This is an optimization exercise on Yosys and OpenROAD, whose aim is small area, not a production implementation.
RTL that was checked went through simulation tests only; none was proved equivalent to the original.
Power figures rest on the tool's default switching activity, not on a simulated workload.

==> module SDI_Delay_NB6L295, before the edit <==
module SDI_Delay_NB6L295(
    input [10:0]        In_1, In_2, In_3, In_4, In_5, In_6, In_7, In_8,
    input               Clk,
    input               Reset,
    output [7:0]        EN,       
    output reg          SDIN,     
    output reg          SLOAD,    
    output              SCLK      
    );
    reg                 start_clk;
    assign SCLK = start_clk;
    reg [10:0]          In_1_reg, In_2_reg, In_3_reg, In_4_reg, In_5_reg, In_6_reg, In_7_reg, In_8_reg;
    reg [7:0]           select;   
    reg [4:0]           cnt;
    wire idle    = (cnt == 5'd3);
    wire take    = (cnt == 5'd1);
    wire last    = (cnt == 5'd4);
    wire act     = (cnt[4:1] != 4'd1);    
    wire [7:0] above;     
    assign above[7] = 1'b0;
    assign above[6] = select[7];
    assign above[5] = |select[7:6];
    assign above[4] = |select[7:5];
    assign above[3] = |select[7:4];
    assign above[2] = |select[7:3];
    assign above[1] = |select[7:2];
    assign above[0] = |select[7:1];
    wire [7:0] cur  = select & ~above;
    assign EN = ~(cur & {8{act}});
    wire [7:0] ld = {8{take & ~Reset}} & cur;
    wire [7:0] hd = ~ld & {8{~Reset}};
    wire [7:0] diff;
    wire [10:0] d1, d2, d3, d4, d5, d6, d7, d8;
    sdi_chan ch1 (.i(In_1), .r(In_1_reg), .ld(ld[7]), .hd(hd[7]), .d(d1), .diff(diff[7]));
    sdi_chan ch2 (.i(In_2), .r(In_2_reg), .ld(ld[6]), .hd(hd[6]), .d(d2), .diff(diff[6]));
    sdi_chan ch3 (.i(In_3), .r(In_3_reg), .ld(ld[5]), .hd(hd[5]), .d(d3), .diff(diff[5]));
    sdi_chan ch4 (.i(In_4), .r(In_4_reg), .ld(ld[4]), .hd(hd[4]), .d(d4), .diff(diff[4]));
    sdi_chan ch5 (.i(In_5), .r(In_5_reg), .ld(ld[3]), .hd(hd[3]), .d(d5), .diff(diff[3]));
    sdi_chan ch6 (.i(In_6), .r(In_6_reg), .ld(ld[2]), .hd(hd[2]), .d(d6), .diff(diff[2]));
    sdi_chan ch7 (.i(In_7), .r(In_7_reg), .ld(ld[1]), .hd(hd[1]), .d(d7), .diff(diff[1]));
    sdi_chan ch8 (.i(In_8), .r(In_8_reg), .ld(ld[0]), .hd(hd[0]), .d(d8), .diff(diff[0]));
    always @(posedge Clk) begin
        In_1_reg <= d1;
        In_2_reg <= d2;
        In_3_reg <= d3;
        In_4_reg <= d4;
        In_5_reg <= d5;
        In_6_reg <= d6;
        In_7_reg <= d7;
        In_8_reg <= d8;
    end
    wire [10:0] word;
    genvar j;
    generate
        for (j = 0; j < 11; j = j + 1) begin : g_word
            sdi_sel8 sel (.s(cur), .v({In_1_reg[j], In_2_reg[j], In_3_reg[j], In_4_reg[j],
                                       In_5_reg[j], In_6_reg[j], In_7_reg[j], In_8_reg[j]}),
                          .y(word[j]));
        end
    endgenerate
    wire sbit;
    sdi_bitmux bmux (.a(cnt[4:1]), .w(word), .y(sbit));
    wire [7:0] keep = ~(({8{last}} & cur) | {8{Reset}});
    wire [7:0] select_d = ({8{idle & ~Reset}} & diff) | (select & keep);
    wire       more = |select_d;     
    always @(posedge Clk)
        select <= select_d;
    wire hold  = idle & ~|diff;
    wire jump  = last & more;
    wire z1    = ~(cnt[1] | cnt[0]);
    wire z2    = z1 & ~cnt[2];
    wire z3    = z2 & ~cnt[3];
    wire [4:0] cnt_d;
    assign cnt_d[0] = Reset | ~cnt[0] | hold;
    assign cnt_d[1] = Reset | (~jump & ~(cnt[1] ^ cnt[0]));
    assign cnt_d[2] = ~Reset & (cnt[2] ^ z1);
    assign cnt_d[3] = ~Reset & (cnt[3] ^ z2);
    assign cnt_d[4] = ~Reset & (cnt[4] ^ z3);
    always @(posedge Clk) begin
        cnt       <= cnt_d;
        SDIN      <= ~Reset & sbit;
        start_clk <= ~Reset & ~cnt[0] & (cnt[4] | cnt[3]);
        SLOAD     <= ~Reset & (cnt == 5'd7);
    end
endmodule
==> module sdi_sel8, before the edit <==
module sdi_sel8(input [7:0] s, input [7:0] v, output y);
    wire n0, n1;
    sdi_aoi222 g0 (.a(s[7]), .b(v[7]), .c(s[6]), .d(v[6]), .e(s[5]), .f(v[5]), .y(n0));
    sdi_aoi222 g1 (.a(s[4]), .b(v[4]), .c(s[3]), .d(v[3]), .e(s[2]), .f(v[2]), .y(n1));
    assign y = ~(n0 & n1) | (s[1] & v[1]) | (s[0] & v[0]);
endmodule
==> flow/config.mk <==
export PLATFORM = sky130hd
export DESIGN_NAME = SDI_Delay_NB6L295
export DESIGN_NICKNAME = SDI_Delay_NB6L295
export VERILOG_FILES = /design/flow/design.v
export SDC_FILE = /design/flow/constraint.sdc
export NUM_CORES = 4
export LEC_CHECK = 0
export CAP_MARGIN = 20
export CORE_MARGIN = 2
export CORE_UTILIZATION = 40
export PLACE_DENSITY = 0.6
export SLEW_MARGIN = 20
export SYNTH_HIERARCHICAL = 1
==> flow/constraint.sdc <==
create_clock -name core_clock -period 5.0 [get_ports {Clk}]
set_input_delay 1.0000 -clock core_clock [delete_from_list [all_inputs] [get_ports {Clk}]]
set_output_delay 1.0000 -clock core_clock [all_outputs]
set_load 0.01 [all_outputs]
standard.sh (not shown) runs the stock make flow with config.mk's settings and CLKGATE_MAP_FILE= SYNTH_SCRIPT=/design/flow/synth_recipe.tcl, a recipe that flattens the netlist after the stock synthesis.
==> flow/flow/run.sh <==
#!/bin/bash
# Layout flow: the standard ORFS flow (standard.sh: unchanged synthesis,
# floorplan, power grid, placement, CTS and routing) with these settings:
#  - the buffers that buffer_ports puts on every input and output port are the
#    smallest buffer cell, sky130_fd_sc_hd__buf_1 (timing repair may resize them);
#  - the clock tree is built from sky130_fd_sc_hd__clkbuf_8 without dummy loads;
#  - the buffers ABC inserted are removed at floorplan (repair_design adds back
#    what is needed), and non-critical gates are downsized after global routing.
# make's full output goes to flow_make.log in this folder; each ORFS step
# writes its own log under orfs/logs/.
set -euo pipefail
export BUFFER_PORTS_ARGS="-buffer_cell sky130_fd_sc_hd__buf_1"
export CTS_ARGS="-sink_clustering_enable -repair_clock_nets -buf_list sky130_fd_sc_hd__clkbuf_8 -dont_use_dummy_load"
export REMOVE_ABC_BUFFERS=1
export RECOVER_POWER=100
bash standard.sh finish > flow_make.log 2>&1
Edit:
--- a/flow/design.v
+++ b/flow/design.v
@@ -65,24 +65,25 @@
     wire [7:0] select_d = ({8{idle & ~Reset}} & diff) | (select & keep);
     wire       more = |select_d;     
     always @(posedge Clk)
         select <= select_d;
-    wire hold  = idle & ~|diff;
-    wire jump  = last & more;
-    wire z1    = ~(cnt[1] | cnt[0]);
-    wire z2    = z1 & ~cnt[2];
-    wire z3    = z2 & ~cnt[3];
-    wire [4:0] cnt_d;
-    assign cnt_d[0] = Reset | ~cnt[0] | hold;
-    assign cnt_d[1] = Reset | (~jump & ~(cnt[1] ^ cnt[0]));
-    assign cnt_d[2] = ~Reset & (cnt[2] ^ z1);
-    assign cnt_d[3] = ~Reset & (cnt[3] ^ z2);
-    assign cnt_d[4] = ~Reset & (cnt[4] ^ z3);
     always @(posedge Clk) begin
-        cnt       <= cnt_d;
-        SDIN      <= ~Reset & sbit;
-        start_clk <= ~Reset & ~cnt[0] & (cnt[4] | cnt[3]);
-        SLOAD     <= ~Reset & (cnt == 5'd7);
+        if (Reset) begin
+            cnt       <= 5'd3;
+            SDIN      <= 1'b0;
+            start_clk <= 1'b0;
+            SLOAD     <= 1'b0;
+        end else begin
+            if (idle & ~|diff)
+                cnt <= 5'd3;
+            else if (last & more)
+                cnt <= 5'd1;
+            else
+                cnt <= cnt - 5'd1;
+            SDIN      <= sbit;
+            start_clk <= ~cnt[0] & (cnt[4] | cnt[3]);
+            SLOAD     <= (cnt == 5'd7);
+        end
     end
 endmodule
 module sdi_chan(
     input  [10:0] i,      
@@ -105,15 +106,19 @@
     assign d = (ld & i) | (hd & r);
     assign x = i ^ r;
 endmodule
 module sdi_sel8(input [7:0] s, input [7:0] v, output y);
-    wire n0, n1;
+    wire n0, n1, n2;
     sdi_aoi222 g0 (.a(s[7]), .b(v[7]), .c(s[6]), .d(v[6]), .e(s[5]), .f(v[5]), .y(n0));
     sdi_aoi222 g1 (.a(s[4]), .b(v[4]), .c(s[3]), .d(v[3]), .e(s[2]), .f(v[2]), .y(n1));
-    assign y = ~(n0 & n1) | (s[1] & v[1]) | (s[0] & v[0]);
+    sdi_aoi22  g2 (.a(s[1]), .b(v[1]), .c(s[0]), .d(v[0]), .y(n2));
+    assign y = ~(n0 & n1 & n2);
 endmodule
 module sdi_aoi222(input a, input b, input c, input d, input e, input f, output y);
     assign y = ~((a & b) | (c & d) | (e & f));
+endmodule
+module sdi_aoi22(input a, input b, input c, input d, output y);
+    assign y = ~((a & b) | (c & d));
 endmodule
 module sdi_bitmux(input [3:0] a, input [10:0] w, output y);
     wire [15:0] b = {w, 5'd0};
     assign y = b[a];
Register-to-register slack gets better by 130 ps.
Sequential share of layout area is lower by 0.55 points.
Combinational power rises by a few percent.
Critical path depth went up by 3.
Setup slack gets better by 110 ps.
Synthesized area climbs slightly.
Core utilization increases by 0.48 points.
Via count goes up slightly.
Cell count barely changes.
Hold slack improves by 31 ps.
Routed wire length rises by a few percent.
Non-clock buffer count grows by 1.
No functional check of the RTL was part of the second run of this note.

separate check: timing with driven ports:
Ports are ideal in the flow. The routed layouts listed here were re-timed in OpenROAD. Step 1 assumes that a clkbuf_16 drives the clock port and a buf_2 every other input. Step 2 adds t to the input delays and takes it off the output delays; t is the mean of the earliest and latest rising clock arrival at the registers after step 1. Input paths then give back, and output paths get back, about the clock's delay inside the block. Slacks: no drivers / after step 1 / after step 2; pairs: no drivers / after step 1.
run | t, ns | setup WS [ns] | hold slack, ns | worst slew at a driven data input, ns
the first run | 0.394 | 1.259 / 1.224 / 1.101 | 0.491 / 0.491 / 0.491 | 0.04
the second run | 0.400 | 1.365 / 1.378 / 0.978 | 0.522 / 0.522 / 0.522 | 0.05
After both steps setup and hold are still met in every run listed. The setup slack of the second run, which loses most, moves by +0.013 ns with the drivers and by -0.387 ns with both steps.
